From an optimization exercise on the open Yosys and OpenROAD flow, aimed at small area, a short achievable clock period and few clock cycles per item; shortcuts taken in it are not production practice. The RTL was checked by simulation tests, not by an equivalence proof against the original design.

==> flow/design.v, too long to show whole: its modules and the start of the top module <==
// module fpu_s: 199 lines
// module fma_spec: 36 lines
// module fma_pre: 39 lines
// module fma_align: 33 lines
// module lzc32: 24 lines
// module fp_round2: 27 lines
// module fma_add: 72 lines
// module fpu_misc: 54 lines
// module fpu_cvt: 82 lines
// module f2i_post: 15 lines
// module srt_step: 25 lines
// module mul24: 1597 lines
module fpu_s (
  input         clk,
  input         rst_n,
  input         req_valid,
  input  [6:0]  req_opcode,
  input  [6:0]  req_f7,
  input  [2:0]  req_rm,
  input  [4:0]  req_rs2,
  input  [31:0] req_v1,
  input  [31:0] req_v2,
  input  [31:0] req_v3,
  output        resp_valid,
  output [31:0] resp_value,
  output [4:0]  resp_fflags
);
  // ...
==> flow/flow/run.sh <==
#!/bin/bash
# Layout flow: the standard synthesis unchanged, then the standard ORFS
# steps (floorplan to finish) with timing repair aimed at a setup margin of
# 7 ns. The clock period and all constraints stay the design's.
# Each step's full output goes to a log file in this folder.
set -euo pipefail
bash standard.sh synth > synth.log 2>&1
bash standard.sh SETUP_SLACK_MARGIN=7 finish > layout.log 2>&1
==> flow/standard.sh <==
#!/bin/bash
# synth_recipe.tcl (not shown) runs the flow's synth.tcl, then flattens the netlist and writes it again
# the make line also repeats each setting of config.mk as NAME=value (left out here)
make -C /OpenROAD-flow-scripts/flow DESIGN_CONFIG=/design/flow/config.mk WORK_HOME=/design/flow/orfs CLKGATE_MAP_FILE= SYNTH_SCRIPT=/design/flow/synth_recipe.tcl "${@:-finish}"
==> flow/config.mk <==
export PLATFORM = sky130hd
export DESIGN_NAME = fpu_s
export DESIGN_NICKNAME = fpu_s
export VERILOG_FILES = /design/flow/design.v
export SDC_FILE = /design/flow/constraint.sdc
export NUM_CORES = 8
export LEC_CHECK = 0
export ABC_AREA = 1
export CAP_MARGIN = 20
export CORE_MARGIN = 2
export CORE_UTILIZATION = 40
export SLEW_MARGIN = 20
==> flow/constraint.sdc <==
create_clock -name core_clock -period 20.0 [get_ports {clk}]
set_input_delay 4.0000 -clock core_clock [delete_from_list [all_inputs] [get_ports {clk}]]
set_output_delay 4.0000 -clock core_clock [all_outputs]
set_load 0.01 [all_outputs]
==> flow_summary_export.csv, run 1 <==
group,metric,value,unit
global_routing,gr-usage-met2,62.27,%
die,core,183300,sq um
synthesis,synth-edff-count,17,
global_routing,grt_pass1_vias,84160,
critical_path,crit_top_cell,"buf_4",
timing,finClkSkew,0.04217,ns
timing,maxSlewViolCount,0,
cells_and_area,clock_area_share,1.549,%
timing,setup_violations,0,
cells_and_area,regArea,5044,sq um
status,status,"timing/DRC/antenna clean",
route,dr.first_iter.drc_count,12460,
cts,numCtsBuffers,36,
timing,timing.final.ws_setup,5.718,ns
cells_and_area,area_delta_synth_final,15.20,%
synthesis,syn_avg_cell_area,5.902,sq um
die,rows,157,
route,top_layer,"met5",
critical_path,crit_path_max_incr_delay,0.57,ns
synthesis,ys_warn_count,6,
route,num_vias,90060,
route,totalWireLength,414700,um
critical_path,reg2reg_to,"ds_ws[22]",
cells_and_area,drive_gt1_share,10.48,%
synthesis,synth_area,73830,sq um
timing,slew_headroom,11.94,%
timing,tns,0,ns
synthesis,synth_commonest_cells,"nand2_1, inv_1, o21ai_0, nand3_1, nor2_1",
job,cap_violations,0,
cells_and_area,top_register,"misc_res",
cells_and_area,clkbuf_count,52,
critical_path,worstSetupStartpoint,"ds_ws[26]",
critical_path,critical_path_required,20.55,ns
Testbench counts, summed over its fixed seeds: cycles 2,982, ops 2,400.
==> module fpu_s, before the edit <==
module fpu_s (
  input         clk,
  input         rst_n,
  input         req_valid,
  input  [6:0]  req_opcode,
  input  [6:0]  req_f7,
  input  [2:0]  req_rm,
  input  [4:0]  req_rs2,
  input  [31:0] req_v1,
  input  [31:0] req_v2,
  input  [31:0] req_v3,
  output        resp_valid,
  output [31:0] resp_value,
  output [4:0]  resp_fflags
);
  localparam K = 6;                  
  localparam NC = 4;                 
  localparam N = K * NC + 1;         
  localparam F = N + 1;              
  localparam WD = F + 3;
  wire [31:0] a = req_v1, b = req_v2, c = req_v3;
  wire op53 = req_opcode == 7'h53;
  wire is_fmadd = ~op53;
  wire d_add  = op53 & (req_f7 == 7'h00);
  wire d_sub  = op53 & (req_f7 == 7'h04);
  wire d_mul  = op53 & (req_f7 == 7'h08);
  wire d_div  = op53 & (req_f7 == 7'h0c);
  wire d_sqrt = op53 & (req_f7 == 7'h2c);
  wire d_i2f  = op53 & (req_f7 == 7'h68);
  wire d_f2i  = op53 & (req_f7 == 7'h60);
  wire d_addsub = d_add | d_sub;
  wire d_fma  = d_addsub | d_mul | is_fmadd | d_i2f;
  wire d_ds   = d_div | d_sqrt;
  wire d_misc = ~d_fma & ~d_ds;
  wire start = req_valid & rst_n;
  reg [2:0] brm;
  always @* case (req_rm) 3'd0: brm = 0; 3'd1: brm = 4; 3'd2: brm = 3; 3'd3: brm = 2; 3'd4: brm = 1; default: brm = 0; endcase
  reg        pend;           
  reg        slowm;          
  reg        v_misc;         
  reg [31:0] misc_res; reg [4:0] misc_fl;
  reg [27:0] f_x, f_y; reg f_abgt, f_eeq, f_sub;
  reg [7:0]  f_xe; reg [2:0] f_abfl; reg f_sgn, f_sgnc, f_acc, f_neg, f_spec, f_ssgn, f_snv;
  reg [1:0]  f_skind; reg [2:0] f_rm; reg [9:0] f_exp;
  reg        busy; reg [2:0] cnt; reg f_dmode;
  reg [WD-1:0] ds_ws, ds_wc; reg [N:0] ds_q, ds_qm; wire [N:0] ds_m; reg ds_sq; reg ds_s;
  wire [23:0] ds_d = misc_res[23:0];    
  wire [9:0]  ds_e = f_exp;             
  wire [31:0] oa = d_addsub ? {b[31] ^ d_sub, b[30:0]} : a;
  wire [31:0] ob = d_addsub ? 32'h3f800000 : b;
  wire acc = ~d_mul & ~d_i2f;
  wire [31:0] oc = d_addsub ? a : ~acc ? 32'd0 : {c[31] ^ req_opcode[2] ^ req_opcode[3], c[30:0]};
  wire neg = is_fmadd & req_opcode[3];
  wire [9:0] m_exp; wire m_sgn, m_spec, m_ssgn, m_snv, m_subab, m_zab; wire [1:0] m_skind;
  fma_spec u_spec (.a(oa), .b(ob), .c(oc), .acc(acc), .exp_ab(m_exp), .sgn_ab(m_sgn),
                   .spec(m_spec), .spec_kind(m_skind), .spec_sgn(m_ssgn), .spec_nv(m_snv),
                   .sub_ab(m_subab), .zero_ab(m_zab));
  wire [47:0] prod;
  mul24 u_prod (.a({a[30:23] != 0, a[22:0]}), .b({b[30:23] != 0, b[22:0]}), .p(prod));
  wire [31:0] cv_res, cv_norm; wire [4:0] cv_fl; wire [5:0] cv_lz; wire cv_neg, cv_rnd, cv_inc;
  fpu_cvt u_cvt (.a(a), .rm(req_rm), .uns(req_rs2[0]), .f2i(d_f2i), .i2f(d_i2f),
                 .f2i_res(cv_res), .f2i_fl(cv_fl), .f2i_rnd(cv_rnd), .f2i_inc(cv_inc),
                 .norm(cv_norm), .lz(cv_lz), .i2f_neg(cv_neg));
  wire [47:0] sp = {f_x, f_y[27:8]};
  wire signed [9:0] sx = f_exp;
  wire s_ovf46 = sx > 10'sd127;
  wire s_tiny = sx < -10'sd151;
  wire s_l = ~sp[47] & ~sp[46] & (sp != 0) & (sx > -10'sd126) & ~s_ovf46;
  wire s_r = (sp != 0) & ~s_tiny & (sp[47] ? (sx < -10'sd127) : (sx < -10'sd126));
  wire replay = slowm & ~s_l & ~s_r;
  wire [47:0] p_src = replay ? {f_x, f_y[27:8]} : d_i2f ? {1'b0, cv_norm, 15'd0}
                    : d_addsub ? {1'b0, b[30:23] != 0, b[22:0], 23'd0} : prod;
  wire [7:0]  xa_r = oa[30:23] | {7'd0, oa[30:23] == 0};
  wire [7:0]  xb_r = ob[30:23] | {7'd0, ob[30:23] == 0};
  wire [7:0]  xa_src = replay ? f_exp[7:0] + 8'd127 : xa_r;
  wire [7:0]  xb_src = replay ? 8'd127 : xb_r;
  wire [9:0]  e_src = replay ? f_exp : m_exp;
  wire [31:0] c_src = replay ? misc_res : oc;
  wire        a_src = replay ? f_acc : acc;
  wire [47:0] pr_dec; wire pr_ovf47, pr_ovf46, pr_tiny, pr_gt126, pr_r47, pr_r46;
  fma_pre u_pre (.xa(xa_src), .xb(xb_src), .ec(c_src[30:23]), .acc(a_src), .dec(pr_dec), .ovf47(pr_ovf47), .ovf46(pr_ovf46),
                 .tiny(pr_tiny), .gt126(pr_gt126), .r47(pr_r47), .r46(pr_r46));
  wire [27:0] al_x, al_y; wire al_abgt, al_eeq; wire [7:0] al_xe; wire [2:0] al_abfl;
  wire sub_src = replay ? (f_sgnc ^ f_sgn) : (oc[31] ^ m_sgn);
  wire i2f_now = start & d_i2f;
  fma_align u_align (.prod(p_src), .dec(pr_dec), .ovf47(pr_ovf47 & ~i2f_now), .ovf46(pr_ovf46 & ~i2f_now), .tiny(pr_tiny & ~i2f_now), .c(c_src),
                     .x(al_x), .y(al_y), .sub(sub_src), .ab_gt(al_abgt), .e_eq(al_eeq),
                     .xe(al_xe), .abfl(al_abfl));
  wire fma_go = (start & d_fma) | replay;
  wire go_slow = start & (d_mul | is_fmadd) & ~m_spec & ~m_zab & ~pr_tiny & (m_subab | pr_r46);
  wire [31:0] pf_res; wire [4:0] pf_fl;
  f2i_post u_post (.ip(cv_res), .inc(cv_inc), .s(a[31]), .uns(req_rs2[0]), .fl(cv_fl), .res(pf_res), .flags(pf_fl));
  wire [31:0] f2i_res = cv_rnd ? pf_res : cv_res;
  wire [4:0]  f2i_fl  = cv_rnd ? pf_fl : cv_fl;
  reg [2:0] msel;
  always @* begin
    case (req_f7)
      7'h10: msel = 3'd0;
      7'h14: msel = 3'd1;
      7'h50: msel = 3'd2;
      default: msel = 3'd4;
    endcase
  end
  wire [31:0] mi_res; wire [4:0] mi_fl;
  fpu_misc u_misc (.sel(msel), .rm(req_rm), .a(a), .b(b), .res(mi_res), .flags(mi_fl));
  wire [7:0] ea = a[30:23], eb = b[30:23];
  wire [23:0] sq_sig = (ea == 0) ? cv_norm[31:8] : {1'b1, a[22:0]};
  wire [9:0]  sq_e   = (ea == 0) ? -10'd127 - {4'd0, cv_lz} : {2'd0, ea} - 10'd127;
  wire        sq_odd = sq_e[0];
  wire [9:0]  sq_eh  = {sq_e[9], sq_e[9:1]};     
  wire        dv_lt  = a[22:0] < b[22:0];        
  wire [WD-1:0] ds_w0 = d_sqrt ? (({{(WD-24){1'b0}}, sq_sig} << (F - 26 + (sq_odd ? 1 : 0))) - ({{(WD-1){1'b0}}, 1'b1} << (F - 1)))
                               : ({{(WD-24){1'b0}}, 1'b1, a[22:0]} << (F - 25 + (dv_lt ? 1 : 0)));
  wire [WD-1:0] dd = {{(WD-24){1'b0}}, ds_d} << (F - 24);
  wire [WD-1:0] sws [0:K]; wire [WD-1:0] swc [0:K]; wire [N:0] qq [0:K]; wire [N:0] qm [0:K]; wire [N:0] mm [0:K];
  assign sws[0] = ds_ws; assign swc[0] = ds_wc; assign qq[0] = ds_q; assign qm[0] = ds_qm; assign mm[0] = ds_m;
  genvar g;
  generate for (g = 0; g <= N; g = g + 1) begin : mw
    if (g < N && (N - 1 - g) % K == 0) assign ds_m[g] = cnt == (N - 1 - g) / K;
    else assign ds_m[g] = 1'b0;
  end endgenerate
  generate for (g = 0; g < K; g = g + 1) begin : st
    srt_step #(.F(F), .N(N)) u (.sq(ds_sq), .ws(sws[g]), .wc(swc[g]), .q(qq[g]), .qm(qm[g]), .m(mm[g]), .d(dd),
                                .ws_n(sws[g+1]), .wc_n(swc[g+1]), .q_n(qq[g+1]), .qm_n(qm[g+1]), .m_n(mm[g+1]));
  end endgenerate
  wire ds_last = busy & (cnt == NC - 1);
  wire [WD-1:0] lws = sws[1], lwc = swc[1];      
  wire [N:0] lq = qq[1], lqm = qm[1];
  wire [WD-1:0] fw = lws + lwc;
  wire [WD-1:0] tend = ds_sq ? (({{(WD-N-1){1'b0}}, lqm} << (F - N)) | ({{(WD-1){1'b0}}, 1'b1} << (F - N - 1))) : dd;
  wire [WD-1:0] t3s = lws ^ lwc ^ tend;
  wire [WD-1:0] t3c = {((lws & lwc) | (lws & tend) | (lwc & tend)), 1'b0};
  wire [WD-1:0] o2 = {(lws[WD-2:0] | lwc[WD-2:0]), 1'b0};
  wire [WD-1:0] o3 = {(t3s[WD-2:0] | t3c[WD-2:0]), 1'b0};
  wire fw_z  = (lws ^ lwc) == o2;
  wire fw2_z = (t3s ^ t3c) == o3;
  wire fneg = fw[WD-1];
  wire [N:0] fq = fneg ? lqm : lq;
  wire ds_sticky = fneg ? ~fw2_z : ~fw_z;
  wire [47:0] pd = {1'b0, fq[N-1:0], ds_sticky, {(47-N-1){1'b0}}};
  always @(posedge clk) begin
    if (!rst_n) begin
      pend <= 1'b0; v_misc <= 1'b0; busy <= 1'b0; slowm <= 1'b0;
    end else begin
      v_misc <= start & d_misc;
      pend   <= (fma_go & ~go_slow) | ds_last;
      slowm  <= go_slow | (slowm & (s_l | s_r));
      if (start & d_ds) busy <= 1'b1;
      else if (ds_last) busy <= 1'b0;
    end
    misc_fl <= d_f2i ? f2i_fl : mi_fl;
    f_sub <= sub_src; f_abgt <= al_abgt; f_eeq <= al_eeq;
    f_xe <= (start & d_i2f) ? 8'd158 - {2'd0, cv_lz} : al_xe;
    if (slowm & s_l) {f_x, f_y} <= {sp[46:0], 1'b0, f_y[7:0]};
    else if (slowm & s_r) {f_x, f_y} <= {1'b0, sp[47:2], sp[1] | sp[0], f_y[7:0]};
    else if (go_slow) {f_x, f_y} <= {p_src, 8'd0};
    else begin f_x <= al_x; f_y <= al_y; end
    if (slowm & s_l) f_exp <= f_exp - 10'd1;
    else if (slowm & s_r) f_exp <= f_exp + 10'd1;
    else if (go_slow) f_exp <= e_src;
    if (start & ~d_fma) misc_res <= d_f2i ? f2i_res : mi_res;
    if (start & d_fma) begin
      f_sgn  <= d_i2f ? cv_neg : m_sgn;
      f_spec <= ~d_i2f & m_spec;
      f_skind <= m_skind; f_ssgn <= m_ssgn; f_snv <= m_snv;
      f_sgnc <= oc[31]; f_acc <= acc; f_neg <= neg; f_rm <= brm;
      misc_res <= oc;
    end
    if (fma_go & ~go_slow) f_abfl <= al_abfl;
    ds_ws <= start ? ds_w0 : sws[K];
    ds_wc <= start ? {WD{1'b0}} : swc[K];
    ds_q  <= start ? (d_sqrt ? {1'b1, {N{1'b0}}} : {(N+1){1'b0}}) : qq[K];
    ds_qm <= start ? {(N+1){1'b0}} : qm[K];
    if (start) begin
      cnt <= 3'd0;
      ds_sq <= d_sqrt;
      if (d_ds) begin
        misc_res <= {8'd0, 1'b1, b[22:0]};
        f_exp <= d_sqrt ? sq_eh : {2'd0, ea} - {2'd0, eb} - {9'd0, dv_lt};
      end
      ds_s <= d_sqrt ? 1'b0 : a[31] ^ b[31];
      f_dmode <= d_ds;
      if (d_ds) begin
        f_rm <= brm; f_abfl <= 3'd0; f_acc <= 1'b0; f_neg <= 1'b0; f_spec <= 1'b0;
      end
    end else if (busy) begin
      cnt <= cnt + 3'd1;
    end
  end
  wire [31:0] f_res; wire [4:0] f_fl;
  fma_add u_add (.x(f_x), .y(f_y), .sub(f_sub), .ab_gt(f_abgt), .e_eq(f_eeq),
                 .xe(f_xe), .abfl(f_abfl), .sgn_ab(f_sgn), .sgn_c(f_sgnc), .acc(f_acc), .rmode(f_rm),
                 .negres(f_neg), .spec(f_spec), .spec_kind(f_skind), .spec_sgn(f_ssgn), .spec_nv(f_snv),
                 .dmode(f_dmode), .d_e(ds_e[7:0] + 8'd127), .d_s(pd[45:23]), .d_g({pd[22], |pd[21:0]}), .d_sgn(ds_s),
                 .res(f_res), .flags(f_fl));
  assign resp_valid  = v_misc | pend;
  assign resp_value  = v_misc ? misc_res : f_res;
  assign resp_fflags = v_misc ? misc_fl : f_fl;
endmodule
==> run 2, diff against run 1 <==
--- a/flow/design.v
+++ b/flow/design.v
@@ -13,8 +13,8 @@
   output [31:0] resp_value,
   output [4:0]  resp_fflags
 );
-  localparam K = 6;                  
-  localparam NC = 4;                 
+  localparam K = 4;                  
+  localparam NC = 6;                 
   localparam N = K * NC + 1;         
   localparam F = N + 1;              
   localparam WD = F + 3;
@@ -43,7 +43,7 @@
   reg [7:0]  f_xe; reg [2:0] f_abfl; reg f_sgn, f_sgnc, f_acc, f_neg, f_spec, f_ssgn, f_snv;
   reg [1:0]  f_skind; reg [2:0] f_rm; reg [9:0] f_exp;
   reg        busy; reg [2:0] cnt; reg f_dmode;
-  reg [WD-1:0] ds_ws, ds_wc; reg [N:0] ds_q, ds_qm; wire [N:0] ds_m; reg ds_sq; reg ds_s;
+  reg [WD-1:0] ds_ws, ds_wc; reg [N:0] ds_q, ds_qm, ds_m; reg ds_sq; reg ds_s;
   wire [23:0] ds_d = misc_res[23:0];    
   wire [9:0]  ds_e = f_exp;             
   wire [31:0] oa = d_addsub ? {b[31] ^ d_sub, b[30:0]} : a;
@@ -115,10 +115,6 @@
   wire [WD-1:0] sws [0:K]; wire [WD-1:0] swc [0:K]; wire [N:0] qq [0:K]; wire [N:0] qm [0:K]; wire [N:0] mm [0:K];
   assign sws[0] = ds_ws; assign swc[0] = ds_wc; assign qq[0] = ds_q; assign qm[0] = ds_qm; assign mm[0] = ds_m;
   genvar g;
-  generate for (g = 0; g <= N; g = g + 1) begin : mw
-    if (g < N && (N - 1 - g) % K == 0) assign ds_m[g] = cnt == (N - 1 - g) / K;
-    else assign ds_m[g] = 1'b0;
-  end endgenerate
   generate for (g = 0; g < K; g = g + 1) begin : st
     srt_step #(.F(F), .N(N)) u (.sq(ds_sq), .ws(sws[g]), .wc(swc[g]), .q(qq[g]), .qm(qm[g]), .m(mm[g]), .d(dd),
                                 .ws_n(sws[g+1]), .wc_n(swc[g+1]), .q_n(qq[g+1]), .qm_n(qm[g+1]), .m_n(mm[g+1]));
@@ -171,6 +167,7 @@
     ds_wc <= start ? {WD{1'b0}} : swc[K];
     ds_q  <= start ? (d_sqrt ? {1'b1, {N{1'b0}}} : {(N+1){1'b0}}) : qq[K];
     ds_qm <= start ? {(N+1){1'b0}} : qm[K];
+    ds_m  <= start ? {2'b01, {(N-1){1'b0}}} : mm[K];
     if (start) begin
       cnt <= 3'd0;
       ds_sq <= d_sqrt;
--- a/flow/config.mk
+++ b/flow/config.mk
@@ -5,7 +5,6 @@
 export SDC_FILE = /design/flow/constraint.sdc
 export NUM_CORES = 8
 export LEC_CHECK = 0
-export ABC_AREA = 1
 export CAP_MARGIN = 20
 export CORE_MARGIN = 2
 export CORE_UTILIZATION = 40
==> flow_summary_export.csv, run 2 <==
group,metric,value,unit
timing,finClkSkew,0.04605,ns
timing,slew_headroom,-5.081,%
route,totalWireLength,401500,um
cts,cts.sinks,250,
synthesis,ys.flop_type,"dfxtp_1",
critical_path,crit_end,"f_y[0]",
synthesis,synth_commonest_cells,"nand2_1, nor2_1, inv_1, a21oi_1, fa_1",
die,fp.dieH,417.9,um
critical_path,crit_arrival,14.63,ns
cts,clock_latency,0.63,ns
synthesis,netlist_top_cells_area,"fa_1, dfxtp_1, ha_1",
synthesis,syn_inst,9519,
synthesis,synth_most_common_cell,"nand2_1",
cts,cts_tree,"built",
route,num_vias,79760,
critical_path,cp-start-kind,"primary input",
status,status,"finished with violations",
placed_design,gp_congestion,1.084,
die,rows,151,
placed_design,place_area,72930,sq um
synthesis,ys_seq_area_share,7.551,%
cells_and_area,area_delta_synth_final,18.29,%
critical_path,cp-end-kind,"flip-flop",
global_routing,grt_pass1_wl,559100,um
critical_path,crit_path_max_incr_delay,0.63,ns
critical_path,critPathBufInv,9,
global_routing,grt_start_max_net_pins,154,
synthesis,ys_ff_latch,250,
hold_path,hold_start,"cnt[1]",
cells_and_area,top_register,"misc_res",
route,viasPerCell,6.688,
critical_path,r2r_setup_slack,7.40,ns
cts,ctsHtreeMaxLevel,2,
cts,numCtsBuffers,37,
timing,min_period_over_period,71.37,%
global_routing,antenna_found_initial,35,
synthesis,ys_warn_count,6,
critical_path,cp.depth,38,
cells_and_area,drive_gt1_share,15.90,%
cts,clockRootBuffer,"clkbuf_16",
global_routing,grt_use_total,44.12,%
critical_path,crit_type,"in2reg",
cells_and_area,design_area,81070,sq um
route,dr.first_iter.drc_count,11310,
timing,rsz0062_at_grt,"yes",
timing,hold_ws,0.4999,ns
die,die_width,417.9,um
cells_and_area,nFillCells,17040,
cts,clkTransAtPathRegs,0.07,ns
synthesis,synth-edff-count,17,
cells_and_area,final_cell_mix,"nand2_1, nor2_1, inv_1",
timing,tns,0,ns
global_routing,grt_pass1_vias,75740,
synthesis,syn_avg_cell_area,7.199,sq um
route,drc,0,
job,cap_violations,1,
route,dr.pass1.iters,9,
cells_and_area,layout.nets,10760,
die,ios,159,
hold_path,hold_class,"reg2reg",
timing,setup_violations,0,
synthesis,synth.distinct_cells,135,
global_routing,grt_overflow,0,
critical_path,rr_startpoint,"ds_wc[24]",
die,core,169800,sq um
synthesis,async_flop_share,0,%
critical_path,cp_max_fo,16,
critical_path,r2r_cells,47,
route,wl_per_cell,33.66,um
critical_path,crit_slowest_cell,"dlygate4sd2_1",
placed_design,io_buffers,153,
synthesis,synth_area,68530,sq um
timing,fin_crit,14.27,ns
critical_path,worstSetupStartpoint,"req_v2[12]",
die,initial_utilization,40.35,%
cts,clk_path_buf_depth,3,
timing,fmax,0.07005,GHz
critical_path,crit_family,"adder cells",
synthesis,yosys.area.top_type,"fa_1",
timing,maxSlewViolCount,4,
status,checkFailReasons,"max-capacitance violations, max-slew violations",
cells_and_area,final_common_cell,"nand2_1",
cells_and_area,largest_reg_flops,32,
die,dieArea,174700,sq um
critical_path,critical_path_required,20.35,ns
synthesis,synth.top_cell.area_share,18.34,%
timing,tightest_slew,1.576,ns
critical_path,reg2reg_to,"ds_ws[11]",
timing,timing_hold_violations_final,0,
placed_design,dp_hpwl,298000,um
cts,ctsHoldBuffers,0,
route,postRouteAntennaNets,0,
==> run 2: kinds of logic (layout without fill, tap and decap cells) <==
kind of cell,after synthesis,in the layout,synth area share (%)
AND/OR/NAND/NOR,3243,3245,22.31
buffers and inverters,1563,1726,8.818
AO/OA/AOI/OAI,2767,2773,26.25
adder cells (fa/ha/maj),977,977,24.72
flip-flops,250,250,7.551
other,1,19,0.005472
XOR/XNOR,365,365,4.709
multiplexers,353,353,5.645
==> run 2: final cells by class <==
cell class / instances / area (sq um) / area share [%]
inverter: 906 / 3513 / 4.334
clock inverter: 18 / 182.7 / 0.2253
antenna: 18 / 45.04 / 0.05556
tap: 2218 / 2775 / 3.423
clock buffer: 50 / 1035 / 1.276
multi-input combinational: 7714 / 61350 / 75.68
timing repair buffer: 746 / 6902 / 8.513
sequential: 250 / 5206 / 6.422
timing repair inverter: 6 / 55.05 / 0.06791
==> run 2: stage by stage <==
stage / util [%] / instances / setup WS [ns]
2_1_floorplan: - / 9519 / 5.979
3_3_place_gp: 42.92 / 11530 / 2.385
3_5_place_dp: 42.94 / 11530 / 2.386
4_1_cts: 45.92 / 11760 / 5.837
5_1_grt: 47.70 / 11910 / 5.572
6_report: 47.73 / 11930 / 5.725
==> run 2: worst min-delay path by stage <==
stage / to / slack (ns) / cells past startpoint
after floorplan: f_abfl[1] / 0.45 / 2
after global placement: cnt[1] / 0.48 / 2
after detailed placement: cnt[1] / 0.50 / 2
after CTS: cnt[1] / 0.50 / 2
after global routing: cnt[1] / 0.52 / 2
final: cnt[1] / 0.50 / 2
==> run 2: routing by layer <==
metal	GRT usage, %	share of wire (%)	vias to the layer above
met4	33.99	9.9	28
met3	11.06	11	1629
met5	0	0.046	-
met1	54.17	37	38680
met2	66.19	42	5800
li1	-	-	33630
==> run 2: worst reg2reg max path: cells and delay by family (launching register included) <==
kind | cells | cell delay [ns]
multiplexers | 1 | 0.51
adder cells (fa/ha/maj) | 10 | 3.79
buffers and inverters | 12 | 2.80
AO/OA/AOI/OAI | 11 | 2.15
XOR/XNOR | 5 | 1.20
AND/OR/NAND/NOR | 8 | 1.64
flip-flops | 1 | 0.34
==> run 2: repair_timing <==
action / CTS / global route
buffers inserted: 145 / 131
setup endpoints to repair: 239 / 176
pin swaps: 118 / 146
endpoints found under the hold margin: 0 / 0
gates cloned: 21 / 9
resized for setup: 577 / 392
Testbench counts of run 2, summed over its fixed seeds: cycles 3,250, ops 2,400.
==> run 3, diff against run 2 <==
--- a/flow/config.mk
+++ b/flow/config.mk
@@ -5,6 +5,7 @@
 export SDC_FILE = /design/flow/constraint.sdc
 export NUM_CORES = 8
 export LEC_CHECK = 0
+export ABC_AREA = 1
 export CAP_MARGIN = 20
 export CORE_MARGIN = 2
 export CORE_UTILIZATION = 40
==> flow_summary_export.csv, run 3 <==
group,metric,value,unit
die,rows,154,
status,status,"timing/DRC/antenna clean",
route,wl_met2,161700,um
synthesis,syn_inst,11900,
synthesis,netlist_top_cells_area,"fa_1, nand2_1, inv_1",
synthesis,synth.top_cell.area_share,17.78,%
global_routing,grt_pass1_wl,544000,um
route,postRouteAntennaNets,0,
route,num_vias,83180,
route,dr.pass1.iters,7,
cells_and_area,final_cell_mix,"nand2_1, inv_1, o21ai_0",
cts,cts.sinks,250,
synthesis,synth-edff-count,17,
cells_and_area,final_cells,14190,
placed_design,dp_hpwl,291900,um
timing,fmax,0.07754,GHz
critical_path,cp-start-kind,"primary input",
die,initial_utilization,40.20,%
critical_path,crit_type,"in2reg",
synthesis,async_flop_share,0,%
timing,slew_headroom,15.92,%
placed_design,gp_congestion,1.070,
timing,rsz0062_at_grt,"yes",
die,core,175900,sq um
die,ios,159,
timing,timing_hold_violations_final,0,
route,dr.first_iter.drc_count,10250,
synthesis,ys.flop_type,"dfxtp_1",
timing,tightest_slew,1.248,ns
timing,setup_violations,0,
synthesis,synth_commonest_cells,"nand2_1, inv_1, o21ai_0, nand3_1, nor2_1",
synthesis,yosys.area.top_type,"fa_1",
cells_and_area,layout.nets,12910,
cells_and_area,nFillCells,19300,
cts,ctsHtreeMaxLevel,1,
hold_path,hold_class,"reg2reg",
global_routing,grt_overflow,0,
critical_path,crit_arrival,13.30,ns
cells_and_area,drive_gt1_share,7.248,%
die,dieArea,180200,sq um
global_routing,grt_pass1_vias,79050,
die,fp.dieH,424.5,um
critical_path,crit_top_cell,"nand2_1",
timing,finClkSkew,0.02381,ns
global_routing,grt_start_max_net_pins,95,
route,wl_met3,35790,um
timing,maxSlewViolCount,0,
cts,clk_path_buf_depth,3,
global_routing,grt_use_total,40.84,%
critical_path,critical_path_required,20.40,ns
synthesis,syn_avg_cell_area,5.942,sq um
cts,clkTransAtPathRegs,0.07,ns
timing,min_period_over_period,64.48,%
cts,numCtsBuffers,31,
route,totalWireLength,380900,um
route,top_layer,"met5",
critical_path,crit_path_max_incr_delay,0.66,ns
placed_design,io_buffers,153,
cells_and_area,final_common_cell,"nand2_1",
global_routing,antenna_found_initial,21,
synthesis,synth.distinct_cells,91,
cells_and_area,top_register,"misc_res",
cells_and_area,largest_reg_flops,32,
route,viasPerCell,5.863,
synthesis,synth_area,70720,sq um
die,die_width,424.5,um
timing,tns,0,ns
cts,clock_latency,0.66,ns
synthesis,synth_most_common_cell,"nand2_1",
cts,ctsHoldBuffers,0,
route,met1Wirelength,152600,um
timing,fin_crit,12.90,ns
cells_and_area,area_delta_synth_final,10.31,%
cts,clockRootBuffer,"clkbuf_16",
synthesis,ys_ff_latch,250,
timing,hold_ws,0.4889,ns
cts,cts_tree,"built",
synthesis,ys_seq_area_share,7.318,%
synthesis,ys_warn_count,6,
critical_path,cp_max_fo,35,
job,cap_violations,0,
critical_path,cp-end-kind,"flip-flop",
critical_path,crit_slowest_cell,"nor2_2",
placed_design,dp.cells,14000,
route,drc,0,
route,wl_per_cell,26.85,um
-- run 3: changes by cell type after synthesis, sizes merged, moves of 192 or more --
| cell | before | now |
|---|---|---|
| nand3 | 201 | 898 |
| xnor2 | 257 | 65 |
| inv | 892 | 2103 |
| nand2 | 991 | 3309 |
| and2 | 299 | 9 |
| o21ai | 619 | 1160 |
| mux2i | 254 | 17 |
| a21oi | 807 | 583 |
-- run 3: area by class of cell --
| type | count | area, sq um | share of cell area, % |
|---|---|---|---|
| tap | 2340 | 2928 | 3.753 |
| sequential | 250 | 5182 | 6.643 |
| timing repair buffer | 463 | 4395 | 5.635 |
| timing repair inverter | 1 | 6.256 | 0.008020 |
| inverter | 2133 | 8073 | 10.35 |
| clock buffer | 42 | 897.1 | 1.150 |
| antenna | 10 | 25.02 | 0.03208 |
| multi-input combinational | 8933 | 56250 | 72.11 |
| clock inverter | 16 | 250.2 | 0.3208 |
-- run 3: per-stage QoR --
step | utilization (%) | setup WS [ns] | cell area (sq um)
finish | 44.34 | 7.104 | 78010
global route | 44.33 | 6.758 | 77990
CTS | 43.41 | 7.001 | 76370
detailed placement | 42.17 | 4.306 | 74180
global placement | 42.17 | 4.364 | 74180
floorplan | - | 7.339 | 70720
-- run 3: final timing paths --
path,from,endpoint,slack [ns],cells after the start
worst max-delay path,req_v1[31],f_y[0],7.10,41
worst min-delay path,f_abfl[2],f_abfl[2],0.49,2
worst max register to register,ds_ws[25],ds_ws[3],7.47,60
worst min register to register,f_abfl[2],f_abfl[2],0.49,2
-- run 3: worst max-delay path: cells and delay by family --
kind | cells | cell delay (ns)
AOI/OAI and AO/OA | 4 | 1.02
and+or+nand+nor | 27 | 5.52
buffers and inverters | 10 | 2.64
-- run 3: cells by family (layout without fill, tap and decap cells) --
family          count (synthesis)  after routing  synth area share, %
simple gates                 5399           5408                32.18
flops                         250            250                7.318
fa+ha+maj                     977            977                23.95
buf+inv                      2728           2655                14.92
mux                            18             18               0.2565
xor+xnor                      248            248                3.103
other cells                     1             11             0.005303
compound gates               2280           2281                18.27
-- run 3: repair_timing --
action,CTS,global route
cloned,11,8
resized for setup,167,242
pin swaps,16,54
endpoints found under the setup margin,218,152
buffers inserted,28,72
-- run 3: metal layers --
layer / track usage [%] / vias to the layer above
li1: - / 37720
met1: 53.40 / 39670
met2: 61.85 / 4758
met3: 6.824 / 1034
met4: 27.14 / 4
met5: 0 / -
==> run 4, diff against run 3 <==
==> flow/flow/run.sh (replaced) <==
#!/bin/bash
# Layout flow: the standard synthesis unchanged, then the standard ORFS
# steps (floorplan to finish) with timing repair aimed at a setup margin of
# 6 ns. The clock period and all constraints stay the design's.
# Each step's full output goes to a log file in this folder.
set -euo pipefail
bash standard.sh synth > synth.log 2>&1
bash standard.sh SETUP_SLACK_MARGIN=6 finish > layout.log 2>&1
--- a/flow/config.mk
+++ b/flow/config.mk
@@ -5,7 +5,6 @@
 export SDC_FILE = /design/flow/constraint.sdc
 export NUM_CORES = 8
 export LEC_CHECK = 0
-export ABC_AREA = 1
 export CAP_MARGIN = 20
 export CORE_MARGIN = 2
 export CORE_UTILIZATION = 40
==> flow_summary_export.csv, run 4 <==
group,metric,value,unit
synthesis,syn_avg_cell_area,7.199,sq um
die,fp.dieH,417.9,um
synthesis,synth.top_cell.area_share,18.34,%
cts,clk_path_buf_depth,3,
placed_design,io_buffers,153,
cells_and_area,area_delta_synth_final,14.13,%
synthesis,ys_ff_latch,250,
critical_path,worstSetupStartpoint,"req_v1[8]",
critical_path,crit_path_max_incr_delay,0.80,ns
placed_design,dp_hpwl,303300,um
timing,tns,0,ns
global_routing,grt_pass1_vias,74510,
cells_and_area,final_common_cell,"nand2_1",
die,rows,151,
route,viasPerCell,6.645,
route,totalWireLength,400200,um
synthesis,syn_inst,9519,
cts,clkTransAtPathRegs,0.07,ns
synthesis,ys_warn_count,6,
synthesis,synth.distinct_cells,135,
timing,timing_hold_violations_final,0,
critical_path,crit_type,"in2reg",
timing,maxSlewViolCount,0,
route,drc,0,
cells_and_area,layout.nets,10630,
timing,min_period_over_period,71.10,%
global_routing,grt_overflow,0,
die,ios,159,
cells_and_area,drive_gt1_share,12.49,%
route,postRouteAntennaNets,0,
die,die_width,417.9,um
timing,tightest_slew,1.221,ns
synthesis,yosys.area.top_type,"fa_1",
timing,hold_ws,0.4871,ns
timing,fmax,0.07032,GHz
cts,cts_tree,"built",
synthesis,ys.flop_type,"dfxtp_1",
synthesis,ys_seq_area_share,7.551,%
timing,finClkSkew,0.04697,ns
timing,rsz0062_at_grt,"yes",
critical_path,crit_arrival,14.55,ns
global_routing,grt_pass1_wl,559500,um
synthesis,synth_most_common_cell,"nand2_1",
synthesis,synth-edff-count,17,
cells_and_area,largest_reg_flops,32,
critical_path,crit_slowest_cell,"o21ai_0",
critical_path,cp_max_fo,20,
route,dr.first_iter.drc_count,10390,
cts,ctsHtreeMaxLevel,2,
cells_and_area,regArea,5187,sq um
critical_path,r2r_setup_slack,6.57,ns
placed_design,gp_congestion,1.073,
critical_path,crit_top_cell,"fa_1",
route,num_vias,78360,
die,core,169800,sq um
synthesis,async_flop_share,0,%
critical_path,crit_end,"f_y[0]",
job,cap_violations,0,
cells_and_area,final_cell_mix,"nand2_1, nor2_1, inv_1",
timing,slew_headroom,17.76,%
die,dieArea,174700,sq um
critical_path,reg2reg_to,"ds_ws[15]",
cells_and_area,multi_input_area,59830,sq um
cts,cts.sinks,250,
route,dr.pass1.iters,7,
die,initial_utilization,40.35,%
hold_path,hold_class,"reg2reg",
synthesis,synth_commonest_cells,"nand2_1, nor2_1, inv_1, a21oi_1, fa_1",
route,wl_per_cell,33.93,um
critical_path,cp-end-kind,"flip-flop",
cts,numCtsBuffers,34,
global_routing,grt_start_max_net_pins,154,
cts,clockRootBuffer,"clkbuf_16",
timing,setup_violations,0,
critical_path,r2r_cells,51,
status,status,"timing/DRC/antenna clean",
synthesis,synth_area,68530,sq um
synthesis,netlist_top_cells_area,"fa_1, dfxtp_1, ha_1",
cells_and_area,nFillCells,17410,
timing,fin_crit,14.22,ns
critical_path,critical_path_required,20.33,ns
cts,clock_latency,0.62,ns
global_routing,antenna_found_initial,39,
cells_and_area,top_register,"misc_res",
critical_path,rr_startpoint,"ds_wc[25]",
critical_path,cp-start-kind,"primary input",
global_routing,grt_use_total,44.34,%
run 4: cell types whose count changed in the layout (fill, tap and decap cells not counted), moves of 224 or more:
cell and delta:
a21oi_1 +224, and2_1 +286, inv_1 -1174, nand2_1 -2251, nand3_1 -664, o21ai_0 -461
run 4: layer usage:
metal | track usage [%] | wire [um] | share of wire (%)
met5 | 0 | 192 | 0.048
met2 | 66.99 | 169700 | 42
met4 | 34.06 | 38210 | 9.5
met1 | 54.93 | 150500 | 38
met3 | 9.750 | 41550 | 10
run 4: logic make-up after synthesis:
family | synth area share (%)
simple gates | 22.31
compound gates | 26.25
buf+inv | 8.818
fa+ha+maj | 24.72
xor+xnor | 4.709
mux | 5.645
flops | 7.551
other cells | 0.005472
run 4: layout make-up:
| cell class | count | share of cell area (%) |
|---|---|---|
| clock buffer | 42 | 1.177 |
| sequential | 250 | 6.632 |
| antenna | 16 | 0.05119 |
| multi-input combinational | 7713 | 76.50 |
| inverter | 906 | 4.511 |
| tap | 2218 | 3.548 |
| timing repair inverter | 2 | 0.02240 |
| clock inverter | 20 | 0.3711 |
| timing repair buffer | 625 | 7.191 |
run 4: per-stage QoR:
stage / util (%) / cell area, sq um / setup WS [ns] / instances
detailed placement: 42.99 / 73020 / 2.049 / 11540
global route: 46.03 / 78180 / 5.666 / 11780
floorplan: - / 68860 / 5.979 / 9519
finish: 46.05 / 78210 / 5.780 / 11790
global placement: 42.99 / 73020 / 2.164 / 11540
CTS: 45.03 / 76480 / 5.841 / 11710
run 4: what timing repair did:
item	in CTS	in global routing
endpoints found under the setup margin	221	133
hold buffers	0	0
gates resized for setup	306	275
endpoints found under the hold margin	0	0
setup buffers	95	58
pin swaps	69	65
gates cloned	13	3
run 4: worst min path at each step:
stage	start	end	slack [ns]	depth (start not counted)
floorplan	f_abfl[1]	f_abfl[1]	0.45	2
global placement	f_abfl[1]	f_abfl[1]	0.47	2
detailed placement	f_abfl[0]	f_abfl[0]	0.48	2
CTS	f_abfl[0]	f_abfl[0]	0.49	2
global route	f_abfl[1]	f_abfl[1]	0.52	2
finish	f_abfl[0]	f_abfl[0]	0.49	2
run 4: worst max-delay path: cells and delay by family:
| family | cells | cell delay (ns) |
|---|---|---|
| buffers and inverters | 9 | 1.49 |
| AND/OR/NAND/NOR | 10 | 2.02 |
| XOR/XNOR | 1 | 0.24 |
| adder cells (fa/ha/maj) | 7 | 3.28 |
| AO/OA/AOI/OAI | 10 | 3.48 |
==> run 5, diff against run 4 <==
--- a/flow/design.v
+++ b/flow/design.v
@@ -13,11 +13,8 @@
   output [31:0] resp_value,
   output [4:0]  resp_fflags
 );
-  localparam K = 4;                  
-  localparam NC = 6;                 
-  localparam N = K * NC + 1;         
-  localparam F = N + 1;              
-  localparam WD = F + 3;
+  localparam K = 3;                  
+  localparam NC = 4;                 
   wire [31:0] a = req_v1, b = req_v2, c = req_v3;
   wire op53 = req_opcode == 7'h53;
   wire is_fmadd = ~op53;
@@ -43,7 +40,7 @@
   reg [7:0]  f_xe; reg [2:0] f_abfl; reg f_sgn, f_sgnc, f_acc, f_neg, f_spec, f_ssgn, f_snv;
   reg [1:0]  f_skind; reg [2:0] f_rm; reg [9:0] f_exp;
   reg        busy; reg [2:0] cnt; reg f_dmode;
-  reg [WD-1:0] ds_ws, ds_wc; reg [N:0] ds_q, ds_qm, ds_m; reg ds_sq; reg ds_s;
+  reg [32:0] ds_ws, ds_wc; reg [29:0] ds_q, ds_qm, ds_m; reg ds_sq; reg ds_s;
   wire [23:0] ds_d = misc_res[23:0];    
   wire [9:0]  ds_e = f_exp;             
   wire [31:0] oa = d_addsub ? {b[31] ^ d_sub, b[30:0]} : a;
@@ -109,31 +106,31 @@
   wire        sq_odd = sq_e[0];
   wire [9:0]  sq_eh  = {sq_e[9], sq_e[9:1]};     
   wire        dv_lt  = a[22:0] < b[22:0];        
-  wire [WD-1:0] ds_w0 = d_sqrt ? (({{(WD-24){1'b0}}, sq_sig} << (F - 26 + (sq_odd ? 1 : 0))) - ({{(WD-1){1'b0}}, 1'b1} << (F - 1)))
-                               : ({{(WD-24){1'b0}}, 1'b1, a[22:0]} << (F - 25 + (dv_lt ? 1 : 0)));
-  wire [WD-1:0] dd = {{(WD-24){1'b0}}, ds_d} << (F - 24);
-  wire [WD-1:0] sws [0:K]; wire [WD-1:0] swc [0:K]; wire [N:0] qq [0:K]; wire [N:0] qm [0:K]; wire [N:0] mm [0:K];
+  wire [32:0] f1_ws, f1_wc; wire [29:0] f1_q, f1_qm, f1_m;
+  srt4_first u_first (.sq(d_sqrt), .ma({1'b1, a[22:0]}), .dbl(dv_lt), .mb({1'b1, b[22:0]}), .sig(sq_sig), .odd(sq_odd),
+                      .ws(f1_ws), .wc(f1_wc), .q(f1_q), .qm(f1_qm), .m(f1_m));
+  wire [32:0] dd1 = {4'd0, ds_d, 5'd0};
+  wire [32:0] dd2 = {3'd0, ds_d, 6'd0};
+  wire [32:0] sws [0:K]; wire [32:0] swc [0:K]; wire [29:0] qq [0:K]; wire [29:0] qm [0:K]; wire [29:0] mm [0:K];
   assign sws[0] = ds_ws; assign swc[0] = ds_wc; assign qq[0] = ds_q; assign qm[0] = ds_qm; assign mm[0] = ds_m;
   genvar g;
   generate for (g = 0; g < K; g = g + 1) begin : st
-    srt_step #(.F(F), .N(N)) u (.sq(ds_sq), .ws(sws[g]), .wc(swc[g]), .q(qq[g]), .qm(qm[g]), .m(mm[g]), .d(dd),
-                                .ws_n(sws[g+1]), .wc_n(swc[g+1]), .q_n(qq[g+1]), .qm_n(qm[g+1]), .m_n(mm[g+1]));
+    srt4_step u (.sq(ds_sq), .ws(sws[g]), .wc(swc[g]), .q(qq[g]), .qm(qm[g]), .m(mm[g]), .d1(dd1), .d2(dd2),
+                 .di(ds_d[23:20]), .ws_n(sws[g+1]), .wc_n(swc[g+1]), .q_n(qq[g+1]), .qm_n(qm[g+1]), .m_n(mm[g+1]));
   end endgenerate
   wire ds_last = busy & (cnt == NC - 1);
-  wire [WD-1:0] lws = sws[1], lwc = swc[1];      
-  wire [N:0] lq = qq[1], lqm = qm[1];
-  wire [WD-1:0] fw = lws + lwc;
-  wire [WD-1:0] tend = ds_sq ? (({{(WD-N-1){1'b0}}, lqm} << (F - N)) | ({{(WD-1){1'b0}}, 1'b1} << (F - N - 1))) : dd;
-  wire [WD-1:0] t3s = lws ^ lwc ^ tend;
-  wire [WD-1:0] t3c = {((lws & lwc) | (lws & tend) | (lwc & tend)), 1'b0};
-  wire [WD-1:0] o2 = {(lws[WD-2:0] | lwc[WD-2:0]), 1'b0};
-  wire [WD-1:0] o3 = {(t3s[WD-2:0] | t3c[WD-2:0]), 1'b0};
-  wire fw_z  = (lws ^ lwc) == o2;
+  wire [32:0] fw = ds_ws + ds_wc;
+  wire [32:0] tend = ds_sq ? {3'd0, ds_qm | 30'd1} : dd1;
+  wire [32:0] t3s = ds_ws ^ ds_wc ^ tend;
+  wire [32:0] t3c = {((ds_ws[31:0] & ds_wc[31:0]) | (ds_ws[31:0] & tend[31:0]) | (ds_wc[31:0] & tend[31:0])), 1'b0};
+  wire [32:0] o2 = {(ds_ws[31:0] | ds_wc[31:0]), 1'b0};
+  wire [32:0] o3 = {(t3s[31:0] | t3c[31:0]), 1'b0};
+  wire fw_z  = (ds_ws ^ ds_wc) == o2;
   wire fw2_z = (t3s ^ t3c) == o3;
-  wire fneg = fw[WD-1];
-  wire [N:0] fq = fneg ? lqm : lq;
+  wire fneg = fw[32];
+  wire [29:0] fq = fneg ? ds_qm : ds_q;
   wire ds_sticky = fneg ? ~fw2_z : ~fw_z;
-  wire [47:0] pd = {1'b0, fq[N-1:0], ds_sticky, {(47-N-1){1'b0}}};
+  wire [47:0] pd = {1'b0, fq[28:1], ds_sticky, 18'd0};
   always @(posedge clk) begin
     if (!rst_n) begin
       pend <= 1'b0; v_misc <= 1'b0; busy <= 1'b0; slowm <= 1'b0;
@@ -163,11 +160,11 @@
       misc_res <= oc;
     end
     if (fma_go & ~go_slow) f_abfl <= al_abfl;
-    ds_ws <= start ? ds_w0 : sws[K];
-    ds_wc <= start ? {WD{1'b0}} : swc[K];
-    ds_q  <= start ? (d_sqrt ? {1'b1, {N{1'b0}}} : {(N+1){1'b0}}) : qq[K];
-    ds_qm <= start ? {(N+1){1'b0}} : qm[K];
-    ds_m  <= start ? {2'b01, {(N-1){1'b0}}} : mm[K];
+    ds_ws <= start ? f1_ws : sws[K];
+    ds_wc <= start ? f1_wc : swc[K];
+    ds_q  <= start ? f1_q : qq[K];
+    ds_qm <= start ? f1_qm : qm[K];
+    ds_m  <= start ? f1_m : mm[K];
     if (start) begin
       cnt <= 3'd0;
       ds_sq <= d_sqrt;
@@ -576,30 +573,108 @@
   assign res = ovr ? maxv : sum;
   assign flags = ovr ? 5'b10001 : fl;
 endmodule
-module srt_step #(parameter F = 30, N = 28) (
-  input             sq,
-  input  [F+2:0]    ws, wc,
-  input  [N:0]      q, qm, m,
-  input  [F+2:0]    d,
-  output [F+2:0]    ws_n, wc_n,
-  output [N:0]      q_n, qm_n, m_n
-);
-  localparam WD = F + 3;
-  wire [WD-1:0] a = {ws[WD-2:0], 1'b0};
-  wire [WD-1:0] b = {wc[WD-2:0], 1'b0};
-  wire [3:0] v = a[WD-1:WD-4] + b[WD-1:WD-4];
-  wire pos = ~v[3];                  
-  wire neg = v[3] & (v != 4'hf);     
-  wire [WD-1:0] mf = {{(WD-N-1){1'b0}}, m} << (F - N);
-  wire [WD-1:0] tq = ({{(WD-N-1){1'b0}}, pos ? q : qm} << (F - N)) | (mf >> 1) | (pos ? {WD{1'b0}} : mf);
-  wire [WD-1:0] t = sq ? tq : d;
-  wire [WD-1:0] c = pos ? ~t : neg ? t : {WD{1'b0}};
+module srt4_sel (
+  input  signed [6:0] y,
+  input  [4:0]  ii,
+  output        p2, p1, z0, n1, n2
+);
+  reg signed [6:0] m2, m1, m0, mn;
+  always @* begin
+    case (ii)
+      5'd8:  begin m2 = 7'sd12; m1 = 7'sd4; m0 = -7'sd4; mn = -7'sd13; end
+      5'd9:  begin m2 = 7'sd14; m1 = 7'sd4; m0 = -7'sd6; mn = -7'sd15; end
+      5'd10: begin m2 = 7'sd15; m1 = 7'sd4; m0 = -7'sd6; mn = -7'sd16; end
+      5'd11: begin m2 = 7'sd16; m1 = 7'sd4; m0 = -7'sd6; mn = -7'sd18; end
+      5'd12: begin m2 = 7'sd18; m1 = 7'sd6; m0 = -7'sd8; mn = -7'sd20; end
+      5'd13: begin m2 = 7'sd20; m1 = 7'sd6; m0 = -7'sd8; mn = -7'sd20; end
+      5'd14: begin m2 = 7'sd20; m1 = 7'sd8; m0 = -7'sd8; mn = -7'sd22; end
+      5'd15: begin m2 = 7'sd22; m1 = 7'sd8; m0 = -7'sd8; mn = -7'sd24; end
+      default: begin m2 = 7'sd24; m1 = 7'sd8; m0 = -7'sd8; mn = -7'sd26; end
+    endcase
+  end
+  assign p2 = y >= m2;
+  assign p1 = ~p2 & (y >= m1);
+  assign z0 = (y < m1) & (y >= m0);
+  assign n1 = (y < m0) & (y >= mn);
+  assign n2 = y < mn;
+endmodule
+module srt4_step (
+  input         sq,
+  input  [32:0] ws, wc,
+  input  [29:0] q, qm, m,
+  input  [32:0] d1, d2,      
+  input  [3:0]  di,          
+  output [32:0] ws_n, wc_n,
+  output [29:0] q_n, qm_n, m_n
+);
+  wire [32:0] a = {ws[30:0], 2'b00};
+  wire [32:0] b = {wc[30:0], 2'b00};
+  wire signed [6:0] y = a[31:25] + b[31:25];
+  wire [4:0] ri = q[29] ? 5'd16 : {1'b0, q[28:25]};
+  wire p2, p1, z0, n1, n2;
+  srt4_sel u_sel (.y(y), .ii(sq ? ri : {1'b0, di}), .p2(p2), .p1(p1), .z0(z0), .n1(n1), .n2(n2));
+  wire pos = p2 | p1, neg = n1 | n2, two = p2 | n2;
+  wire [29:0] mh = {1'b0, m[29:1]};
+  wire [29:0] m2x = {m[28:0], 1'b0};
+  wire [29:0] tp = q | (two ? m : mh);
+  wire [29:0] tn = qm | m2x | m | (two ? 30'd0 : mh);
+  wire [29:0] tt = pos ? tp : tn;
+  wire [32:0] mult = sq ? (two ? {2'b00, tt, 1'b0} : {3'b000, tt}) : (two ? d2 : d1);
+  wire [32:0] c = ({33{pos}} & ~mult) | ({33{neg}} & mult);
   assign ws_n = a ^ b ^ c;
-  wire [WD-1:0] mj = (a & b) | (a & c) | (b & c);
-  assign wc_n = {mj[WD-2:0], pos};
-  assign q_n  = neg ? (qm | m) : pos ? (q | m) : q;
-  assign qm_n = pos ? q : neg ? qm : (qm | m);
-  assign m_n  = {1'b0, m[N:1]};
+  wire [32:0] mj = (a & b) | (a & c) | (b & c);
+  assign wc_n = {mj[31:0], pos};
+  assign q_n  = pos ? (q | (p2 ? m2x : m)) : z0 ? q : (qm | (n1 ? (m2x | m) : m2x));
+  assign qm_n = p2 ? (q | m) : p1 ? q : z0 ? (qm | m2x | m) : (qm | (n1 ? m2x : m));
+  assign m_n  = {2'b00, m[29:2]};
+endmodule
+module srt4_first (
+  input         sq,
+  input  [23:0] ma,          
+  input         dbl,         
+  input  [23:0] mb,          
+  input  [23:0] sig,         
+  input         odd,         
+  output [32:0] ws, wc,
+  output [29:0] q, qm, m
+);
+  wire [32:0] dx8 = {9'd0, ma} << (dbl ? 4 : 3);                  
+  wire [32:0] dd = {4'd0, mb, 5'd0};                               
+  wire [32:0] da = {dx8[30:0], 2'b00};                             
+  wire dp2, dp1, dz0, dn1, dn2;
+  srt4_sel u_dsel (.y(da[31:25]), .ii({1'b0, mb[23:20]}), .p2(dp2), .p1(dp1), .z0(dz0), .n1(dn1), .n2(dn2));
+  wire dq1 = dp1 | dp2;
+  wire [32:0] dc = dp2 ? ~{dd[31:0], 1'b0} : dp1 ? ~dd : 33'd0;
+  wire [32:0] dws = da ^ dc;
+  wire [32:0] dwc = {da[31:0] & dc[31:0], dq1};
+  wire [32:0] sx = {5'd0, sig, 4'd0} << odd;                       
+  wire [7:0] xt = sx[28:21];                                       
+  reg [2:0] s0;                                                    
+  always @* begin
+    if      (xt >= 8'd196) s0 = 3'd7;
+    else if (xt >= 8'd144) s0 = 3'd6;
+    else if (xt >= 8'd100) s0 = 3'd5;
+    else                   s0 = 3'd4;
+  end
+  wire [5:0] s0sq = s0 * s0;                                       
+  wire [32:0] sw0 = (sx - {4'd0, s0sq, 23'd0}) << 1;               
+  wire [32:0] sa = {sw0[30:0], 2'b00};                             
+  wire sp2, sp1, sz0, sn1, sn2;
+  srt4_sel u_ssel (.y(sa[31:25]), .ii({1'b0, s0, 1'b0}), .p2(sp2), .p1(sp1), .z0(sz0), .n1(sn1), .n2(sn2));
+  wire spos = sp2 | sp1, sneg = sn1 | sn2, stwo = sp2 | sn2;
+  wire [32:0] stt = {4'd0, s0, 26'd0} + (sp2 ? 33'd1 << 25 : sp1 ? 33'd1 << 24 :
+                    sn1 ? -(33'd1 << 24) : sn2 ? -(33'd1 << 25) : 33'd0);
+  wire [32:0] smd = stwo ? {stt[31:0], 1'b0} : stt;
+  wire [32:0] sc = ({33{spos}} & ~smd) | ({33{sneg}} & smd);
+  wire [32:0] sws = sa ^ sc;
+  wire [32:0] swc = {sa[31:0] & sc[31:0], spos};
+  wire [29:0] sq1 = {1'b0, s0, 26'd0} + (sp2 ? 30'd1 << 26 : sp1 ? 30'd1 << 25 :
+                    sn1 ? -(30'd1 << 25) : sn2 ? -(30'd1 << 26) : 30'd0);
+  assign ws = sq ? sws : dws;
+  assign wc = sq ? swc : dwc;
+  assign q  = sq ? sq1 : dp2 ? (30'd1 << 29) : dp1 ? (30'd1 << 28) : 30'd0;
+  assign qm = sq ? sq1 - (30'd1 << 25) : dp2 ? (30'd1 << 28) : 30'd0;
+  assign m  = sq ? (30'd1 << 23) : (30'd1 << 26);
 endmodule
 module mul24 (
   input  [23:0] a,
==> flow/run.sh (new file) <==
#!/bin/bash
# synth_recipe.tcl (not shown) runs the flow's synth.tcl, then flattens the netlist and writes it again
# the make line also repeats each setting of config.mk as NAME=value (left out here)
make -C /OpenROAD-flow-scripts/flow DESIGN_CONFIG=/design/flow/config.mk WORK_HOME=/design/flow/orfs CLKGATE_MAP_FILE= SYNTH_SCRIPT=/design/flow/synth_recipe.tcl finish
--- a/flow/config.mk
+++ b/flow/config.mk
@@ -8,4 +8,5 @@
 export CAP_MARGIN = 20
 export CORE_MARGIN = 2
 export CORE_UTILIZATION = 40
+export SETUP_SLACK_MARGIN = 5
 export SLEW_MARGIN = 20
removed: flow/flow/run.sh
removed: flow/standard.sh
==> flow_summary_export.csv, run 5 <==
group,metric,value,unit
cells_and_area,reg_top3,"ds_ws: 33 flops, misc_res: 32 flops, ds_wc: 31 flops",
synthesis,syn_avg_cell_area,7.171,sq um
cells_and_area,final_common_cell,"nand2_1",
route,postRouteAntennaNets,0,
die,initial_utilization,40.20,%
route,num_vias,87860,
placed_design,place_area,81790,sq um
synthesis,synth_most_common_cell,"nand2_1",
critical_path,cp-end-kind,"flip-flop",
cells_and_area,largest_reg_flops,33,
cells_and_area,area_delta_synth_final,9.519,%
cts,clk_path_buf_depth,3,
timing,min_period_over_period,73.94,%
route,top_layer,"met5",
cells_and_area,top_register,"ds_ws",
global_routing,antenna_found_initial,41,
critical_path,r2r_cells,55,
synthesis,ys.flop_type,"dfxtp_1",
hold_path,hold_depth,2,
placed_design,pre_cts_ws,2.986,ns
global_routing,grt_pass1_wl,604200,um
critical_path,critical_path_required,20.32,ns
cts,clock_latency,0.61,ns
synthesis,synth-edff-count,17,
die,ios,159,
cells_and_area,drive_gt1_share,9.476,%
synthesis,synth_area,77340,sq um
critical_path,crit_type,"in2reg",
route,met1Wirelength,164300,um
die,core,192400,sq um
route,drc,0,
synthesis,async_flop_share,0,%
global_routing,grt_use_total,41.71,%
route,dr.pass1.iters,9,
timing,finClkSkew,0.04836,ns
critical_path,r2r_setup_slack,5.45,ns
timing,tns,0,ns
global_routing,grt_overflow,0,
route,wl_met3,52840,um
cts,ctsHtreeMaxLevel,2,
placed_design,io_buffers,153,
synthesis,ys_seq_area_share,7.183,%
timing,setup_violations,0,
cells_and_area,design_area,84700,sq um
critical_path,crit_path_max_incr_delay,0.74,ns
die,die_width,443.7,um
critical_path,crit_top_cell,"fa_1",
synthesis,syn_inst,10790,
timing,fmax,0.06763,GHz
cts,clkTransAtPathRegs,0.07,ns
timing,tightest_slew,1.337,ns
critical_path,cp_max_fo,46,
cells_and_area,layout.nets,11870,
cells_and_area,final_cells,13190,
synthesis,ys_warn_count,8,
route,wl_met2,174400,um
job,cap_violations,0,
timing,slew_headroom,10.36,%
route,wl_per_cell,32.46,um
timing,timing_hold_violations_final,0,
critical_path,rr_startpoint,"ds_wc[25]",
placed_design,dp_hpwl,329300,um
critical_path,crit_arrival,15.11,ns
route,dr.first_iter.drc_count,12560,
timing,maxSlewViolCount,0,
cts,ctsHoldBuffers,0,
synthesis,yosys.area.top_type,"fa_1",
synthesis,synth.top_cell.area_share,15.89,%
status,status,"timing/DRC/antenna clean",
timing,rsz0062_at_grt,"yes",
critical_path,reg2reg_to,"ds_ws[21]",
timing,fin_crit,14.79,ns
global_routing,grt_start_max_net_pins,87,
hold_path,whs_endpoint,"cnt[2]",
placed_design,gp_congestion,1.084,
cts,cts.sinks,269,
critical_path,crit_slowest_cell,"o21ai_0",
critical_path,cp-start-kind,"primary input",
placed_design,dp.cells,13050,
route,totalWireLength,428000,um
timing,timing.final.ws_setup,5.213,ns
die,fp.dieH,443.7,um
hold_path,hold_class,"reg2reg",
cts,cts_tree,"built",
cts,numCtsBuffers,37,
synthesis,synth_commonest_cells,"nand2_1, inv_1, nor2_1, a21oi_1, o21ai_0",
cts,clockRootBuffer,"clkbuf_16",
die,dieArea,196900,sq um
global_routing,grt_pass1_vias,83090,
synthesis,ys_ff_latch,269,
cells_and_area,final_cell_mix,"nand2_1, inv_1, nor2_1",
hold_path,hold_start,"cnt[2]",
synthesis,netlist_top_cells_area,"fa_1, ha_1, dfxtp_1",
synthesis,synth.distinct_cells,123,
die,rows,161,
route,viasPerCell,6.662,
==> run 5: cell types whose count changed in the layout (fill, tap and decap cells not counted), sizes merged, moves of 36 or more <==
| cell | delta |
|---|---|
| mux2i | +36 |
| and2 | +112 |
| nand2 | +180 |
| mux4 | +44 |
| o31ai | +42 |
| buf | -91 |
| nor2 | +79 |
| ha | +164 |
| inv | +157 |
| a31oi | +37 |
==> run 5: stage by stage <==
stage          hold slack (ns)  util [%]
6_report                0.4880     44.03
3_3_place_gp            0.4712     42.51
4_1_cts                 0.4899     43.50
5_1_grt                 0.5156     44.01
3_5_place_dp            0.4802     42.52
2_1_floorplan           0.4334         -
==> run 5: timing repair <==
action	CTS	global route
setup buffers	17	29
cloned	3	5
pin swaps	8	16
resized for setup	118	167
setup endpoints to repair	170	133
==> run 5: layout make-up <==
type	count	area (sq um)
flip-flops and latches	269	5573
clock buffers	48	1018
inverters	1056	4044
multi-input cells	8724	66180
well taps	2526	3161
repair buffers	531	4481
clock inverters	18	200.2
repair inverters	2	17.52
fillers	19700	107700
diodes	13	32.53
==> run 5: how the worst max path moves through the flow <==
stage | startpoint | to | slack [ns] | depth (start not counted)
2_1_floorplan | req_v1[23] | f_y[2] | 5.15 | 47
3_3_place_gp | ds_sq | ds_ws[21] | 3.19 | 59
3_5_place_dp | ds_sq | ds_ws[21] | 2.99 | 58
4_1_cts | req_f7[2] | ds_ws[27] | 5.00 | 42
5_1_grt | ds_wc[25] | ds_ws[21] | 4.96 | 56
6_report | req_v1[15] | f_y[3] | 5.21 | 37
==> run 5: per-layer routing <==
layer / up-vias / track usage (%)
met4: 20 / 27.95
met1: 42620 / 54.25
met3: 1443 / 10.51
met2: 6313 / 60.70
met5: - / 0
li1: 37460 / -
==> run 5: kinds of logic (layout without fill, tap and decap cells) <==
logic type,Yosys count,in the layout,share of synthesized area [%]
and+or+nand+nor,3754,3756,22.96
buffers and inverters,1801,1655,8.898
other,1,19,0.004849
DFF,269,269,7.183
xor gates and xnor gates,359,359,4.065
muxes,452,452,6.947
AOI/OAI and AO/OA,3022,3024,25.75
adders and majority gates,1127,1127,24.19
==> run 5: worst max-delay path, delay by kind of cell <==
kind | cells | cell delay [ns]
simple gates | 5 | 0.99
mux | 2 | 0.58
buf+inv | 10 | 2.10
fa+ha+maj | 8 | 3.74
compound gates | 12 | 3.57
Testbench counts of run 5, summed over its fixed seeds: cycles 2,982, ops 2,400.

-- what the ideal ports hide --
The results above use ideal ports. As a check the final layouts listed here were re-extracted and re-timed, cells and wires unchanged. Step 1, drivers: a clkbuf_16 drives clk and a buf_2 each remaining input, both assumed. Step 2 also shifts input and output timing later by t, the mid clock arrival at the registers, as if the neighbouring blocks saw the same clock. Slacks: ideal ports / drivers / drivers and shift; pairs: ideal ports / drivers.
run	t (ns)	slack for setup (ns)	hold slack, ns	worst slew at a driven data input, ns
run 1	0.684	5.718 / 5.718 / 5.718	0.487 / 0.487 / 0.487	0.24
run 2	0.690	5.725 / 5.780 / 5.091	0.500 / 0.500 / 0.500	0.09
run 3	0.722	7.104 / 7.072 / 6.415	0.489 / 0.489 / 0.489	0.19
run 4	0.663	5.780 / 5.827 / 5.164	0.487 / 0.487 / 0.487	0.15
run 5	0.661	5.213 / 5.184 / 4.605	0.488 / 0.488 / 0.488	0.10
For run 3, which loses most, drivers alone change the setup slack by -0.032 ns; drivers and shift together by -0.689 ns.
